From an optimization exercise on the open Yosys and OpenROAD flow, aimed at small area; shortcuts taken in it are not production practice.
Where RTL was checked, it was by simulation tests only, not by an equivalence proof against the original.
The flow treats the clock pin as an ideal source, which a real chip does not have.
Power figures rest on the tool's default switching activity, not on a simulated workload.

## rev 12
Design main, start of the top module:
module main(clk, reset, multiply, stop, Led, seg, an, sw, dp );
==> module DigitToSeg, before the edit <==
module DigitToSeg(D, seg, an);
input [3:0] D;
output reg [6:0] seg;
output reg [3:0] an;
always @(*) begin
	case (D)
	4'd0: begin seg = 7'b1000001; an = 4'b1100; end
	4'd1: begin seg = 7'b1111001; an = 4'b1011; end
	4'd2: begin seg = 7'b0011001; an = 4'b1011; end
	4'd3: begin seg = 7'b0110000; an = 4'b1011; end
	4'd4: begin seg = 7'b1000000; an = 4'b1011; end
	4'd5: begin seg = 7'b1111001; an = 4'b0111; end
	4'd6: begin seg = 7'b0000010; an = 4'b1011; end
	4'd7: begin seg = 7'b0100100; an = 4'b1011; end
	4'd8: begin seg = 7'b0000000; an = 4'b1011; end
	4'd9: begin seg = 7'b1000111; an = 4'b1101; end
	4'd10: begin seg = 7'b1111000; an = 4'b1011; end
	4'd11: begin seg = 7'b0010010; an = 4'b1011; end
	4'd12: begin seg = 7'b0011000; an = 4'b1011; end
	4'd13: begin seg = 7'b1111111; an = 4'b1111; end
	4'd14: begin seg = 7'b1111111; an = 4'b1111; end
	4'd15: begin seg = 7'b1111111; an = 4'b1111; end
	endcase
end
endmodule
==> module Countdown, before the edit <==
module Countdown(m, digit);
input [5:0] m;
output reg [3:0] digit;
always @(*) begin
	if (m < 6'd5) digit = 4'd4;
	else if (m < 6'd10) digit = 4'd12;
	else if (m < 6'd15) digit = 4'd8;
	else if (m < 6'd20) digit = 4'd10;
	else if (m < 6'd24) digit = 4'd6;
	else if (m < 6'd29) digit = 4'd11;
	else if (m < 6'd34) digit = 4'd2;
	else if (m < 6'd39) digit = 4'd3;
	else if (m < 6'd44) digit = 4'd7;
	else if (m < 6'd49) digit = 4'd1;
	else digit = 4'd4;
end
endmodule
==> module main, before the edit <==
module main(clk, reset, multiply, stop, Led, seg, an, sw, dp );
input reset;
input multiply;
input stop;
input clk;
input [7:0] sw;
output [7:0] Led;
output [6:0] seg;
output [3:0] an;
output dp;
reg [15:0] k;
reg        c0;
reg        f10;
reg        win;
reg        lose;
reg        t1, t2;       
reg  [3:0] D;            
reg  [4:0] L;            
wire run = ~win & ~lose;
wire [5:0] m = k[15:10];
wire odd_ok = k[0] ^ c0;
wire at4999  = odd_ok & (k[15:1] == 15'd2499);
wire at54999 = odd_ok & (k[15:1] == 15'd27499);
wire cur0 = (k >= 16'd50000) | (c0 & (k == 16'd49999));
wire ten_ev = (k[9:0] == 10'd0) & t2;
wire one_ev = k[9:0] == 10'd511;
wire [16:0] cy;
wire [15:0] kn;
assign cy[0] = 1'b1;
genvar i;
generate for (i = 0; i < 16; i = i + 1) begin : inc
	assign cy[i+1] = cy[i] & k[i];
	assign kn[i] = ~reset & (k[i] ^ cy[i]);
end endgenerate
wire [3:0] pc;
wire [3:0] digit;
Countdown CD(.m(m), .digit(digit));
SevenSegment2digit P(.sw(sw), .count(pc));
DigitToSeg S(.D(D), .seg(seg), .an(an));
always @(posedge clk) begin
	k <= kn;
	t1 <= f10;
	t2 <= t1;
	L <= multiply ? {pc, 1'b0} : {1'b0, pc};
	if (reset) begin
		c0 <= run;
		f10 <= 1'b1;
		win <= 1'b0;
		lose <= stop & run;
	end else if (run) begin
		if (at4999)
			f10 <= 1'b0;
		if (at54999 | (stop & ~cur0))
			lose <= 1'b1;
		else if (stop)
			win <= 1'b1;
	end
	if (lose)
		D <= 4'd9;
	else if (win)
		D <= 4'd0;
	else if (reset)
		D <= 4'd14;
	else if (ten_ev)
		D <= 4'd5;
	else if (one_ev)
		D <= digit;
end
assign Led = {3'b000, L};
assign dp = 1'b1;
endmodule
==> flow/config.mk <==
export PLATFORM = sky130hd
export DESIGN_NAME = main
export DESIGN_NICKNAME = main
export VERILOG_FILES = /design/flow/design.v
export SDC_FILE = /design/flow/constraint.sdc
export NUM_CORES = 4
export LEC_CHECK = 0
export CAP_MARGIN = 20
export CORE_MARGIN = 2
export CORE_UTILIZATION = 40
export SLEW_MARGIN = 20
==> flow/constraint.sdc <==
create_clock -name core_clock -period 10.0 [get_ports {clk}]
set_input_delay 2.0000 -clock core_clock [delete_from_list [all_inputs] [get_ports {clk}]]
set_output_delay 2.0000 -clock core_clock [all_outputs]
set_load 0.01 [all_outputs]
standard.sh (not shown) runs the stock make flow with config.mk's settings and CLKGATE_MAP_FILE= SYNTH_SCRIPT=/design/flow/synth_recipe.tcl, a recipe that flattens the netlist after the stock synthesis.
==> flow/flow/run.sh <==
#!/bin/bash
# Own layout flow: the standard ORFS flow (standard.sh) with these changes.
#  1. Synthesis: ORFS's synthesis with the script of its abc call replaced, in
#     two adder variants: no half/full-adder cell mapping, and full adders
#     only. Each variant runs with each flow/abc_*.abc and the run whose netlist
#     has the smallest cell area (buffers aside) is kept as the layout's
#     synthesis (its results are copied, not re-run). Registers are
#     mapped before abc, as in the standard synthesis; the flow checks that the
#     kept netlist has the standard synthesis's registers (names and cell types)
#     and falls back to the standard synthesis if none does.
#  2. Port buffers use the smallest buffer, sky130_fd_sc_hd__buf_1.
#  3. Tie cells: synthesis's two tie cells (constant 1 and constant 0) are merged
#     into one sky130_fd_sc_hd__conb_1 (flow/merge_ties.py), and they are not
#     duplicated per load (SKIP_REPAIR_TIE_FANOUT).
#  4. Clock: before CTS, flow/pre_cts.tcl buffers the clock with one clock buffer
#     per group of registers (OWN_CLK_GROUPS groups by position, OWN_CLKBUF
#     cells); CTS then leaves the buffered net as it is and ORFS's CTS step goes
#     on as usual (legalisation, timing repair).
# Each tool run's full output goes to a log file of its own in the work folder.
set -euo pipefail
W=$PWD
F=$W/flow
export OWN_CLKBUF=${OWN_CLKBUF:-sky130_fd_sc_hd__clkbuf_4}
export OWN_CLK_GROUPS=${OWN_CLK_GROUPS:-3}
R=orfs/results/sky130hd/main/base
TR=results/sky130hd/main/base

regs() {  # register cell types (drive strength dropped) and names of a netlist
  grep -oE 'sky130_fd_sc_hd__[a-z0-9]*df[a-z0-9]*_[0-9]+ +[^ ]+' "$1" | sed -E 's/_[0-9]+ +/ /' | sort
}
area() {  # cell area without buffers from a synth_stat.txt
  awk '/sky130_fd_sc_hd__/ && $3 !~ /__(buf|clkbuf)_/ {s += $2} END {printf "%.3f\n", s}' "$1"
}

# standard synthesis, for its registers
bash standard.sh WORK_HOME="$W/try_std" synth > "$W/synth_std.log" 2>&1
regs "$W/try_std/$TR/1_2_yosys.v" > "$W/regs_std.txt"
test -s "$W/regs_std.txt"

# synthesis scripts: variant x abc script
names=()
for v in noadd fa; do
  for s in "$F"/abc_*.abc; do
    n=${v}_$(basename "$s" .abc)
    sed 's#log_cmd abc {\*}$abc_args#set abc_args [lreplace $abc_args 1 1 '"$s"']; log_cmd abc {*}$abc_args#' \
      "$FLOW_HOME/scripts/synth.tcl" > "$W/synth_body_$n.tcl"
    grep -q "$s" "$W/synth_body_$n.tcl" || continue
    if [[ $v == fa ]]; then
      sed -i 's#extract_fa {\*}\[dont_use_extract_fa_args\]#extract_fa -fa#' "$W/synth_body_$n.tcl"
      grep -q "extract_fa -fa" "$W/synth_body_$n.tcl" || continue
    fi
    sed "s#source \$::env(SCRIPTS_DIR)/synth.tcl#source $W/synth_body_$n.tcl#" "$W/synth_recipe.tcl" > "$W/synth_$n.tcl"
    grep -q "synth_body_$n" "$W/synth_$n.tcl" || continue
    names+=("$n")
  done
done
adder_arg() { if [[ $1 == noadd_* ]]; then echo "ADDER_MAP_FILE="; else echo "OWN_VARIANT=$1"; fi; }

run_try() {
  local n=$1
  bash standard.sh WORK_HOME="$W/try_$n" SYNTH_SCRIPT="$W/synth_$n.tcl" "$(adder_arg "$n")" synth \
    > "$W/synth_$n.log" 2>&1 || return 0
  regs "$W/try_$n/$TR/1_2_yosys.v" > "$W/regs_$n.txt"
  if cmp -s "$W/regs_std.txt" "$W/regs_$n.txt"; then
    echo "$n $(area "$W/try_$n/reports/sky130hd/main/base/synth_stat.txt")" > "$W/area_$n.txt"
  fi
}
i=0
for n in "${names[@]}"; do
  run_try "$n" &
  i=$((i + 1))
  if (( i % ${NUM_CORES:-4} == 0 )); then wait; fi
done
wait

best=""
best_area=""
for n in "${names[@]}"; do
  [[ -s "$W/area_$n.txt" ]] || continue
  a=$(awk '{print $2}' "$W/area_$n.txt")
  echo "$n $a" >> "$W/synth_areas.txt"
  if [[ -z "$best" ]] || awk -v a="$a" -v b="$best_area" 'BEGIN {exit !(a < b)}'; then
    best=$n
    best_area=$a
  fi
done
echo "chosen: ${best:-standard}" >> "$W/synth_areas.txt"

mkdir -p orfs
if [[ -n "$best" ]]; then
  cp -a "$W/try_$best/." orfs/
else
  cp -a "$W/try_std/." orfs/
fi
# one tie cell for both constants (its netlist change makes make rebuild 1_synth.odb)
python3 "$F/merge_ties.py" "$R/1_2_yosys.v" > "$W/merge_ties.log" 2>&1 || true
md5sum "$R/1_2_yosys.v" > "$W/synth_netlist.md5"
bash standard.sh synth > "$W/synth.log" 2>&1
md5sum -c "$W/synth_netlist.md5" >> "$W/synth.log" 2>&1 || true
regs "$R/1_2_yosys.v" > "$W/regs_final.txt"
cmp "$W/regs_std.txt" "$W/regs_final.txt"

bash standard.sh BUFFER_PORTS_ARGS="-buffer_cell sky130_fd_sc_hd__buf_1" SKIP_REPAIR_TIE_FANOUT=1 \
  PRE_CTS_TCL="$F/pre_cts.tcl" finish > "$W/layout.log" 2>&1
test -s out/final.def
Other scripts of this flow, unchanged in this note and not shown: flow/flow/abc_a7.abc, flow/flow/abc_b1.abc, flow/flow/abc_b2.abc, flow/flow/abc_ds2.abc, flow/flow/abc_ds3.abc, flow/flow/abc_n3.abc, flow/flow/abc_p1.abc, flow/flow/abc_p5.abc, flow/flow/merge_ties.py, flow/flow/pre_cts.tcl
The following lists how rev 13 was set up differently from rev 12:
==> flow/design.v, changed modules only <==
module DigitToSeg(D, seg, an);
input [3:0] D;
output reg [6:0] seg;
output reg [3:0] an;
always @(*) begin
	case (D)
	4'd0: begin seg = 7'b1000001; an = 4'b1100; end
	4'd1: begin seg = 7'b1111001; an = 4'b1011; end
	4'd2: begin seg = 7'b0011001; an = 4'b1011; end
	4'd3: begin seg = 7'b0110000; an = 4'b1011; end
	4'd4: begin seg = 7'b1000000; an = 4'b1011; end
	4'd5: begin seg = 7'b1111000; an = 4'b1011; end
	4'd6: begin seg = 7'b0000010; an = 4'b1011; end
	4'd7: begin seg = 7'b0100100; an = 4'b1011; end
	4'd8: begin seg = 7'b0000000; an = 4'b1011; end
	4'd9: begin seg = 7'b0011000; an = 4'b1011; end
	4'd10: begin seg = 7'b1111001; an = 4'b0111; end
	4'd11: begin seg = 7'b0010010; an = 4'b1011; end
	4'd12: begin seg = 7'b1000111; an = 4'b1101; end
	4'd13: begin seg = 7'b1111111; an = 4'b1111; end
	4'd14: begin seg = 7'b1111111; an = 4'b1111; end
	4'd15: begin seg = 7'b1111111; an = 4'b1111; end
	endcase
end
endmodule
module Countdown(m, digit);
input [5:0] m;
output reg [3:0] digit;
always @(*) begin
	if (m < 6'd5) digit = 4'd4;
	else if (m < 6'd10) digit = 4'd9;
	else if (m < 6'd15) digit = 4'd8;
	else if (m < 6'd20) digit = 4'd5;
	else if (m < 6'd24) digit = 4'd6;
	else if (m < 6'd29) digit = 4'd11;
	else if (m < 6'd34) digit = 4'd2;
	else if (m < 6'd39) digit = 4'd3;
	else if (m < 6'd44) digit = 4'd7;
	else if (m < 6'd49) digit = 4'd1;
	else digit = 4'd4;
end
endmodule
module main(clk, reset, multiply, stop, Led, seg, an, sw, dp );
input reset;
input multiply;
input stop;
input clk;
input [7:0] sw;
output [7:0] Led;
output [6:0] seg;
output [3:0] an;
output dp;
reg [15:0] kq;             
wire [15:0] k = ~kq;
reg        c0;
reg        f10;
reg        win;
reg        loseq;
wire       lose = ~loseq;
reg        t1q;           
wire       t1 = ~t1q;
reg        t2q;           
wire       t2 = ~t2q;
reg  [3:0] D;            
reg  [4:0] L;            
wire run = ~win & ~lose;
wire [5:0] m = k[15:10];
wire odd_ok = k[0] ^ c0;
wire at4999  = odd_ok & (k[15:1] == 15'd2499);
wire at54999 = odd_ok & (k[15:1] == 15'd27499);
wire cur0 = (k >= 16'd50000) | (c0 & (k == 16'd49999));
wire ten_ev = (k[9:0] == 10'd0) & t2;
wire one_ev = k[9:0] == 10'd511;
wire [16:0] cy;
wire [15:0] kn;
assign cy[0] = 1'b1;
genvar i;
generate for (i = 0; i < 16; i = i + 1) begin : inc
	assign cy[i+1] = cy[i] & k[i];
	assign kn[i] = ~reset & (k[i] ^ cy[i]);
end endgenerate
wire [3:0] pc;
wire [3:0] digit;
Countdown CD(.m(m), .digit(digit));
SevenSegment2digit P(.sw(sw), .count(pc));
DigitToSeg S(.D(D), .seg(seg), .an(an));
always @(posedge clk) begin
	kq <= ~kn;
	t1q <= ~(f10);
	t2q <= ~(t1);
	L <= multiply ? {pc, 1'b0} : {1'b0, pc};
	if (reset) begin
		c0 <= run;
		f10 <= 1'b1;
		win <= 1'b0;
		loseq <= ~(stop & run);
	end else if (run) begin
		if (at4999)
			f10 <= 1'b0;
		if (at54999 | (stop & ~cur0))
			loseq <= ~(1'b1);
		else if (stop)
			win <= 1'b1;
	end
	if (lose)
		D <= 4'd12;
	else if (win)
		D <= 4'd0;
	else if (reset)
		D <= 4'd14;
	else if (ten_ev)
		D <= 4'd10;
	else if (one_ev)
		D <= digit;
end
assign Led = {3'b000, L};
assign dp = 1'b1;
endmodule
- The layout net count in rev 13 was lower than what rev 12 gave.
- Compared with rev 12, rev 13 shows count of non-filler cells in the finished layout lower by 13.
- Going from rev 12 to rev 13, power density over cell area shrinks by 2.4 nW/µm².
- On rev 13: detailed-router iteration count before antenna repair is 1 higher than what rev 12 gave.
- The maximum number of pins on one net before global-route repair number comes out lower for rev 13 vs rev 12.
- Against rev 12, rev 13 reports a global-route wire length before repair that is lower.
- Going from rev 12 to rev 13, final standard cell utilization of the core shrinks by 0.40 points.
- Compared with rev 12, rev 13 shows global placer's final weighted congestion that has gone down by more than 10%.
- Looking only at worst setup margin, and setting everything else aside, the higher value of rev 13 and rev 12 goes to rev 12.
- Of rev 13 and rev 12, rev 12 shows the higher post-place instance area, with rev 13 below it.
- Wire length: rev 12 vs rev 13 — no meaningful difference
- As of rev 13, final area had fallen slightly compared to rev 12.
No functional check of the RTL was part of any run of this note.

Another version of the RTL of main (not shown whole).
For scale: ~200 cells after synthesis, ~32 I/O pins.
==> module DigitToSeg, before the edit <==
module DigitToSeg(D, seg, an);
input [3:0] D;
output reg [6:0] seg;
output reg [3:0] an;
always @(*) begin
	case (D)
	4'd0: begin seg = 7'b1000001; an = 4'b1100; end
	4'd1: begin seg = 7'b1111001; an = 4'b1011; end
	4'd2: begin seg = 7'b0011001; an = 4'b1011; end
	4'd3: begin seg = 7'b0110000; an = 4'b1011; end
	4'd4: begin seg = 7'b1000000; an = 4'b1011; end
	4'd5: begin seg = 7'b1111000; an = 4'b1011; end
	4'd6: begin seg = 7'b0000010; an = 4'b1011; end
	4'd7: begin seg = 7'b0100100; an = 4'b1011; end
	4'd8: begin seg = 7'b0000000; an = 4'b1011; end
	4'd9: begin seg = 7'b1000111; an = 4'b1101; end
	4'd10: begin seg = 7'b1111001; an = 4'b0111; end
	4'd11: begin seg = 7'b0010010; an = 4'b1011; end
	4'd12: begin seg = 7'b0011000; an = 4'b1011; end
	4'd13: begin seg = 7'b1111111; an = 4'b1111; end
	4'd14: begin seg = 7'b1111111; an = 4'b1111; end
	4'd15: begin seg = 7'b1111111; an = 4'b1111; end
	endcase
end
endmodule
==> module Countdown, before the edit <==
module Countdown(m, digit);
input [5:0] m;
output reg [3:0] digit;
always @(*) begin
	if (m < 6'd5) digit = 4'd4;
	else if (m < 6'd10) digit = 4'd12;
	else if (m < 6'd15) digit = 4'd8;
	else if (m < 6'd20) digit = 4'd5;
	else if (m < 6'd24) digit = 4'd6;
	else if (m < 6'd29) digit = 4'd11;
	else if (m < 6'd34) digit = 4'd2;
	else if (m < 6'd39) digit = 4'd3;
	else if (m < 6'd44) digit = 4'd7;
	else if (m < 6'd49) digit = 4'd1;
	else digit = 4'd4;
end
endmodule
==> module main, before the edit <==
module main(clk, reset, multiply, stop, Led, seg, an, sw, dp );
input reset;
input multiply;
input stop;
input clk;
input [7:0] sw;
output [7:0] Led;
output [6:0] seg;
output [3:0] an;
output dp;
reg [15:0] kq;             
wire [15:0] k = ~kq;
reg        c0;
reg        f10;
reg        win;
reg        lose;
reg        t1, t2;       
reg  [3:0] D;            
reg  [4:0] L;            
wire run = ~win & ~lose;
wire [5:0] m = k[15:10];
wire odd_ok = k[0] ^ c0;
wire at4999  = odd_ok & (k[15:1] == 15'd2499);
wire at54999 = odd_ok & (k[15:1] == 15'd27499);
wire cur0 = (k >= 16'd50000) | (c0 & (k == 16'd49999));
wire ten_ev = (k[9:0] == 10'd0) & t2;
wire one_ev = k[9:0] == 10'd511;
wire [16:0] cy;
wire [15:0] kn;
assign cy[0] = 1'b1;
genvar i;
generate for (i = 0; i < 16; i = i + 1) begin : inc
	assign cy[i+1] = cy[i] & k[i];
	assign kn[i] = ~reset & (k[i] ^ cy[i]);
end endgenerate
wire [3:0] pc;
wire [3:0] digit;
Countdown CD(.m(m), .digit(digit));
SevenSegment2digit P(.sw(sw), .count(pc));
DigitToSeg S(.D(D), .seg(seg), .an(an));
always @(posedge clk) begin
	kq <= ~kn;
	t1 <= f10;
	t2 <= t1;
	L <= multiply ? {pc, 1'b0} : {1'b0, pc};
	if (reset) begin
		c0 <= run;
		f10 <= 1'b1;
		win <= 1'b0;
		lose <= stop & run;
	end else if (run) begin
		if (at4999)
			f10 <= 1'b0;
		if (at54999 | (stop & ~cur0))
			lose <= 1'b1;
		else if (stop)
			win <= 1'b1;
	end
	if (lose)
		D <= 4'd9;
	else if (win)
		D <= 4'd0;
	else if (reset)
		D <= 4'd14;
	else if (ten_ev)
		D <= 4'd10;
	else if (one_ev)
		D <= digit;
end
assign Led = {3'b000, L};
assign dp = 1'b1;
endmodule
export LEC_CHECK = 0
export CAP_MARGIN = 20
export CORE_MARGIN = 2
export CORE_UTILIZATION = 40
export SLEW_MARGIN = 20
create_clock -name core_clock -period 10.0 [get_ports {clk}]
Scripts as last shown in full above: flow/flow/run.sh
Other scripts of this flow, unchanged in this note and not shown: flow/flow/abc_a7.abc, flow/flow/abc_b1.abc, flow/flow/abc_b2.abc, flow/flow/abc_ds2.abc, flow/flow/abc_ds3.abc, flow/flow/abc_n3.abc, flow/flow/abc_p1.abc, flow/flow/abc_p5.abc, flow/flow/merge_ties.py, flow/flow/pre_cts.tcl
Then changed:
--- a/flow/design.v
+++ b/flow/design.v
@@ -12,12 +12,12 @@
 	4'd5: begin seg = 7'b1111000; an = 4'b1011; end
 	4'd6: begin seg = 7'b0000010; an = 4'b1011; end
 	4'd7: begin seg = 7'b0100100; an = 4'b1011; end
 	4'd8: begin seg = 7'b0000000; an = 4'b1011; end
-	4'd9: begin seg = 7'b1000111; an = 4'b1101; end
+	4'd9: begin seg = 7'b0011000; an = 4'b1011; end
 	4'd10: begin seg = 7'b1111001; an = 4'b0111; end
 	4'd11: begin seg = 7'b0010010; an = 4'b1011; end
-	4'd12: begin seg = 7'b0011000; an = 4'b1011; end
+	4'd12: begin seg = 7'b1000111; an = 4'b1101; end
 	4'd13: begin seg = 7'b1111111; an = 4'b1111; end
 	4'd14: begin seg = 7'b1111111; an = 4'b1111; end
 	4'd15: begin seg = 7'b1111111; an = 4'b1111; end
 	endcase
@@ -44,9 +44,9 @@
 input [5:0] m;
 output reg [3:0] digit;
 always @(*) begin
 	if (m < 6'd5) digit = 4'd4;
-	else if (m < 6'd10) digit = 4'd12;
+	else if (m < 6'd10) digit = 4'd9;
 	else if (m < 6'd15) digit = 4'd8;
 	else if (m < 6'd20) digit = 4'd5;
 	else if (m < 6'd24) digit = 4'd6;
 	else if (m < 6'd29) digit = 4'd11;
@@ -115,9 +115,9 @@
 		else if (stop)
 			win <= 1'b1;
 	end
 	if (lose)
-		D <= 4'd9;
+		D <= 4'd12;
 	else if (win)
 		D <= 4'd0;
 	else if (reset)
 		D <= 4'd14;
Total power fell by 3.7%; sequential share of layout area stays flat; worst hold slack is better by 4.0 ps; via count fell by 5.4%; clock skew fell by 4.7 ps; wire length hardly moves; core utilization stays flat; register-to-register slack is better by 220 ps; maximum frequency rose by 3.7%; cell count fell by 5.8%; cell area hardly moves; synthesized area stays flat; clock power fell by about 3%; worst setup slack is better by 140 ps.
Function not checked in the first run of this note: the RTL went through the layout flow alone.

==> separate check: timing with driven ports <==
No port has a modelled driver above. Below, the same layouts with a new extraction and two added sets of constraints. Step 1 assumes that a clkbuf_16 drives the clock port and a buf_2 every other input. Step 2 also shifts input and output timing later by t, the mid clock arrival at the registers, as if the neighbouring blocks saw the same clock. Slacks: ideal / step 1 / step 2; pairs: ideal / step 1.
run | t, ns | setup slack, ns | worst setup path at the end | pins driven straight from the clock port
rev 12 | 0.200 | 6.291 / 6.255 / 6.369 | input to register | 3
rev 13 | 0.198 | 6.153 / 6.168 / 5.970 | input to register | 3
the first run of note 2 | 0.200 | 6.127 / 6.095 / 6.215 | input to register | 3
the second run of note 2 | 0.201 | 6.266 / 6.281 / 6.080 | input to register | 3
After both steps every run listed still meets setup and hold. The setup slack of the second run of note 2, which loses most, moves by +0.015 ns with the drivers and by -0.186 ns with both steps.
